What follows belongs to an exercise in optimizing a design on an open flow for small area and a short achievable clock period; a production flow would make more cautious choices. No functional check of the RTL was part of any run shown here. Power figures rest on the tool's default switching activity, not on a simulated workload.

==> flow/design.v (outline; a module is shown in full before it is edited, if it fits) <==
// module ALU: 1011 lines
// module P_INV: 1 lines
// module P_ND2: 1 lines
// module P_NR2: 1 lines
// module P_AN2: 1 lines
// module P_OR2: 1 lines
// module P_ND3: 1 lines
// module P_AN3: 1 lines
// module P_O211AI: 1 lines
// module P_O311AI: 1 lines
// module P_O411AI: 1 lines
// module P_XOR2: 1 lines
// module P_XNR2: 1 lines
// module P_MX2I: 1 lines
// module P_OAI21: 1 lines
// module P_AOI21: 1 lines
// module P_O21A: 1 lines
// module P_HA: 1 lines
// module P_A222OI: 3 lines
// module ShifterSignExtender: 305 lines
// module XSel: 38 lines
// module AmtDec: 52 lines
// module ex_datapath: 93 lines
module ex_datapath(
    input  wire        CLK,
    input  wire [31:0] A,
    input  wire [31:0] Rm,
    input  wire [11:0] I,
    input  wire [1:0]  AM,
    input  wire        CIN,
    input  wire [3:0]  Op,
    output reg  [31:0] Out,
    output wire        Z,
    output wire        N,
    output reg         C,
    output reg         V
);
  // ...
==> flow/flow/run.sh <==
#!/bin/bash
set -euo pipefail
MARGIN=6.1
export BUFFER_PORTS_ARGS="-buffer_cell sky130_fd_sc_hd__buf_1"
sed "s|\"\${@:-finish}\"|SETUP_SLACK_MARGIN=${MARGIN} \"\${@:-finish}\"|" standard.sh > standard_margin.sh
grep -q "SETUP_SLACK_MARGIN=${MARGIN}" standard_margin.sh
bash standard_margin.sh > flow_make.log 2>&1
==> flow/standard.sh <==
#!/bin/bash
# synth_recipe.tcl (not shown) runs the flow's synth.tcl, then flattens the netlist and writes it again
# the make line also repeats each setting of config.mk as NAME=value (left out here)
make -C /OpenROAD-flow-scripts/flow DESIGN_CONFIG=/design/flow/config.mk WORK_HOME=/design/flow/orfs CLKGATE_MAP_FILE= SYNTH_SCRIPT=/design/flow/synth_recipe.tcl "${@:-finish}"
==> flow/config.mk <==
export PLATFORM = sky130hd
export DESIGN_NAME = ex_datapath
export DESIGN_NICKNAME = ex_datapath
export VERILOG_FILES = /design/flow/design.v
export SDC_FILE = /design/flow/constraint.sdc
export NUM_CORES = 4
export LEC_CHECK = 0
export CAP_MARGIN = 20
export CORE_MARGIN = 2
export CORE_UTILIZATION = 40
export CTS_BUF_LIST = sky130_fd_sc_hd__clkbuf_4 sky130_fd_sc_hd__clkbuf_8
export SLEW_MARGIN = 20
export SYNTH_HIERARCHICAL = 1
export TNS_END_PERCENT = 5
==> flow/constraint.sdc <==
create_clock -name core_clock -period 9.0 [get_ports {CLK}]
set_input_delay 1.8000 -clock core_clock [delete_from_list [all_inputs] [get_ports {CLK}]]
set_output_delay 1.8000 -clock core_clock [all_outputs]
set_load 0.01 [all_outputs]
==> key figures, run 1 <==
Synth
  – Synth Area in Compound Gates: 0.1491
  – Synth Cell Area: 8359 sq um
  – Post-Synth Adder-Cell Area: 0.06436
  – Post-synth EDFFs: 0
  – Synth top area share: 0.3018
  – Post-synthesis mux area share: 0.2994

Floorplanning
  – Die height: 148.6 um
  – Die area: 22070 sq um

Worst setup path
  – Critical path arrival: between 3000 and 4000 ps
  – Critical Path Stages: 9
  – CP Capture Type: register
  – CP Launch Point: I[5]
  – Worst endpoint required time: 9370 ps

Global routing
  – Grt met3 use: 0.04816

Status
  – Run status: timing/DRC/antenna clean

Timing
  – Minimum clock period: 3094 ps
  – WHS: 491.8 ps
  – Worst setup margin: between 5000 and 6000 ps

Final layout
  – Finished Cell Area: 10910 sq um

Pwr
  – Int Pwr: roughly 1400 uW
  – Sequential cell fraction of total power: 0.324
  – Static leakage: 0.004576 uW

Clock tree
  – Hold_buf cts: 0
  – Clk slew on worst S/H paths: 80 ps

Routing
  – Final ANT Viol Nets: 0
  – DR iter-0 viols: 534

Place
  – Place WS: 4660 ps
  – Placed Cells: 1329
==> run 2, diff against run 1 <==
--- a/flow/flow/run.sh
+++ b/flow/flow/run.sh
@@ -1,5 +1,5 @@
 #!/bin/bash
 set -euo pipefail
-MARGIN=6.1
+MARGIN=6.3
 export BUFFER_PORTS_ARGS="-buffer_cell sky130_fd_sc_hd__buf_1"
 sed "s|\"\${@:-finish}\"|SETUP_SLACK_MARGIN=${MARGIN} \"\${@:-finish}\"|" standard.sh > standard_margin.sh
==> key figures, run 2 <==
Clock tree
  – Clk slew on worst S/H paths: 70 ps (was 80 ps)
  – CTS tree: yes (unchanged)
  – Cts bufs inserted: 17 (unchanged)
  – Clk sinks: 126 (unchanged)
  – Clock latency on the worst-skew pair: 470 ps (was 460 ps)
  – Clk root buf: clkbuf_8 (unchanged)
  – H-tree depth: 4 (unchanged)
  – Clock Path Buffers: 2 (unchanged)

Synth
  – Number of distinct library cells after synthesis: 37 (unchanged)
  – Top cells by area, synth: dfxtp_1 (30%), mux2i_1 (30%), ha_1 (6.4%) (unchanged)
  – Post-synth EDFFs: 0 (unchanged)
  – Most common cell in the netlist: mux2i_1 (unchanged)
  – Yosys Warn Count: 7 (unchanged)
  – Post-Syn Instances: 937 (unchanged)
  – Primary FF master, synth: dfxtp_1 (unchanged)
  – Post-synth top area cell: dfxtp_1 (unchanged)
  – FF+latch count, synth: 126 (unchanged)
  – Synth top area share: 0.3018 (unchanged)
  – Sequential fraction of the synthesis area: 0.3018 (unchanged)
  – Mean post-synth cell area: 8.921 sq um (unchanged)
  – Synth Cell Area: 8359 sq um (unchanged)
  – Post-synth top cells: mux2i_1 (250), dfxtp_1 (126), nand2_1 (96) (unchanged)
  – Syn_nets: 1064 (unchanged)
  – Post-synth ARST share: 0 (unchanged)

Worst setup path
  – Worst endpoint required time: 9370 ps (about the same)
  – Startpoint Class: primary input (unchanged)
  – Slowest stage cell, crit path: mux2i_4 (was or2_4)
  – Worst stage delay on the critical path: 340 ps (was 270 ps)
  – Maximum fanout along the worst path: 4 (was 8)
  – Critical path arrival: 3490 ps (was 3470 ps)
  – Cells along the critical path: buf_8 -> or2_4 -> nor2_4 -> buf_12 -> mux2i_4 -> buf_6 -> mux2i_4 -> mux2i_1 -> mux2i_1 (was buf_8 -> or2_4 -> nor2_4 -> buf_12 -> mux2i_4 -> buf_12 -> mux2i_4 -> mux2i_1 -> mux2i_1)
  – Worst Setup Path Type: in2reg (unchanged)
  – Crit-path leading delay family: multiplexers (unchanged)
  – Crit path buf inv count: 3 (unchanged)
  – CP Capture Type: register (unchanged)

Routing
  – Wirelength, routed: 24210 um (was 24630 um)
  – DR iter-0 viols: 710 (was 534)
  – Final ANT Viol Nets: 0 (unchanged)
  – Vias per inst: 5.312 (was 5.366)
  – First-pass DRT Iterations: 7 (unchanged)
  – Via count: 7458 (was 7523)
  – Drt wl/cell: 17.24 um (was 17.56 um)
  – Drt drc: 0 (unchanged)

Global routing
  – First-pass GRT wire length: 37780 um (was 37150 um)
  – Vias in the first global route: 7139 (was 6997)
  – Grt ovf: 0 (unchanged)
  – GRT Util Overall: 0.2203 (was 0.2162)
  – Initial antenna violation count: 0 (unchanged)
  – Largest net degree at the start of global routing: 35 (unchanged)

Floorplanning
  – Die area: 22070 sq um (unchanged)
  – Chip width: 148.6 um (unchanged)
  – Top-Level Pins: 120 (unchanged)
  – Core area: 20360 sq um (unchanged)
  – Die height: 148.6 um (unchanged)
  – FP Rows: 52 (unchanged)
  – Starting Density: 0.4105 (unchanged)

Status
  – Run status: timing/DRC/antenna clean (unchanged)

Final layout
  – Util after Layout: 0.5308 (was 0.5359)
  – Area growth from synthesis to layout: 29.32% (was 30.56%)
  – Ant diodes: 0 (unchanged)
  – Share of layout cells above drive strength 1: 0.1764 (was 0.2049)
  – Most frequent cells in the layout: mux2i_1 (220), dfxtp_1 (121), buf_1 (110) (was mux2i_1 (210), dfxtp_1 (123), buf_1 (110))
  – Top Registers: Out: 32 flops, rn_q: 32 flops, xn_q: 32 flops (unchanged)
  – Commonest non-fill, non-tap cell in the layout: mux2i_1 (unchanged)
  – Final Net Count: 1248 (was 1246)
  – Fin cells: 1404 (was 1402)

Timing
  – Slew headroom: 0.5832 (was 0.5801)
  – Final setup TNS: 0 ps (unchanged)
  – RSZ-0062 raised after global routing: yes (unchanged)
  – Worst Max-Slew Pin Slew: 623.0 ps (was 627.6 ps)
  – Number of hold violations in the final report: 0 (unchanged)
  – Fmax: 320.8 MHz (was 323.2 MHz)
  – Max Slew Vio Count: 0 (unchanged)
  – Fin crit share: 0.3464 (was 0.3438)
  – Final setup viols: 0 (unchanged)
  – Minimum clock period: 3118 ps (was 3094 ps)
  – Final Skew: 16.11 ps (was 15.41 ps)

Pwr
  – Static leakage: 0.004582 uW (was 0.004576 uW)
  – Worst VDD drop: 0.00008611 V (was 0.0001002 V)
  – PwrDens: 210.4 nW/um^2 (was 212.4 nW/um^2)

Job
  – Max-Cap Viols: 0 (unchanged)

Place
  – Dpl hpwl: 17090 um (was 16990 um)
  – Placed Cells: 1329 (unchanged)
  – GPL Wtd Cong: 0.8769 (was 0.9106)
  – IO Port Bufs: 119 (unchanged)

Hold path
  – Min-Delay Path Class: reg2reg (unchanged)
-- run 2: cell count changes in the layout (fill, tap and decap cells not counted), sizes merged --
cell	before	now
clkinvlp	5	4
buf	160	163
clkbuf	22	23
nor2	89	88
inv	88	89
clkinv	6	5
-- run 2: final cells by class --
| cell class | instances | area, sq um |
|---|---|---|
| clock buffer | 19 | 255.2 |
| clock inverter | 13 | 165.2 |
| fill | 1874 | 9554 |
| inverter | 88 | 332.8 |
| multi-input combinational | 721 | 6023 |
| sequential | 126 | 2531 |
| tap | 270 | 337.8 |
| timing repair buffer | 167 | 1165 |
-- run 2: kinds of logic after synthesis --
| group | after synthesis | synth area share |
|---|---|---|
| flip-flops | 126 | 0.3018 |
| multiplexers | 250 | 0.2994 |
| AND/OR/NAND/NOR | 214 | 0.1066 |
| XOR/XNOR | 35 | 0.03667 |
| adder cells (fa/ha/maj) | 43 | 0.06436 |
| buffers and inverters | 91 | 0.04221 |
| AO/OA/AOI/OAI | 178 | 0.1491 |
-- run 2: report_power, final --
group          switching (uW)  total [uW]  internal, uW
Clock                     238         523           285
Combinational             590        1000           412
Sequential               58.7         749           691
-- run 2: metrics by stage --
step                hold WS [ps]  power, uW  worst slack [ps]  cell area [sq um]
finish                     486.2       2274              5882              10810
floorplan                  384.3       1413              5678               8603
global placement           471.7       1652              4676               9423
detailed placement         475.3       1663              4639               9423
CTS                        489.7       2251              5939              10590
global route               514.8       2421              5833              10810
-- run 2: worst reg2reg max path: cells and delay by family (launching register included) --
| kind | cells | cell delay [ps] |
|---|---|---|
| flops | 1 | 410 |
| mux | 2 | 330 |
| fa+ha+maj | 1 | 320 |
| compound gates | 5 | 740 |
| buf+inv | 3 | 440 |
| xor+xnor | 1 | 180 |
| simple gates | 5 | 410 |
-- run 2: path summary, 6_finish.rpt --
| kind | start | endpoint | slack [ps] | cells after the start |
|---|---|---|---|---|
| worst max-delay path | I[6] | rn_q[18] | 5880 | 9 |
| worst min-delay path | cinn_q | Out[0] | 490 | 1 |
| worst min register to register | cinn_q | Out[0] | 490 | 1 |
| worst max register to register | amt4_q | zb[3] | 6090 | 17 |
-- run 2: modules after synthesis (local to each module, per instance), a selection --
module	cell area (sq um)	cells inside
P_A222OI	10.01	1
P_AN3	6.256	1
P_AOI21	8.758	1
P_HA	12.51	1
P_INV	3.754	1
P_MX2I	10.01	1
P_ND2	3.754	1
P_ND3	5.005	1
P_NR2	3.754	1
P_O21A	7.507	1
P_O311AI	8.758	1
P_O411AI	12.51	2
P_OAI21	5.005	1
P_XNR2	8.758	1
P_XOR2	8.758	1
ex_datapath	3128	212
-- run 2: timing repair --
item / in CTS / in global routing
gates cloned: 4 / 0
setup buffers: 32 / 7
hold buffers: 0 / 0
gates resized for setup: 54 / 39
pin swaps: 9 / 4
setup endpoints to repair: 146 / 146
-- run 2: layer usage --
metal	part of all wire	routed length [um]	up-vias	GRT usage
met3	0.056	1360	36	0.03681
li1	-	-	3737	-
met1	0.45	10830	3443	0.2813
met2	0.47	11450	242	0.3752
met5	0	0	-	0
met4	0.023	567	0	0.08000

-- static timing again, ports no longer ideal --
The results above use ideal ports. As a check the final layouts listed here were re-extracted and re-timed, cells and wires unchanged.
Step 1, drivers: a clkbuf_16 drives CLK and a buf_2 each remaining input, both assumed.
Step 2, shift: input delay + t, output delay - t, t = (earliest + latest rising clock arrival at the registers) / 2. This alone moves slack from input paths to output paths.
a / b / c = ideal / step 1 / step 2; a / b = the first two.
run	shift t [ns]	setup WS [ns]	cell pins on the clock port's net
run 1	0.490	5.906 / 5.901 / 5.411	1
run 2	0.496	5.882 / 5.841 / 5.345	1
After both steps every run listed still meets setup and hold. The setup slack of run 2, which loses most, moves by -0.041 ns with the drivers and by -0.537 ns with both steps.
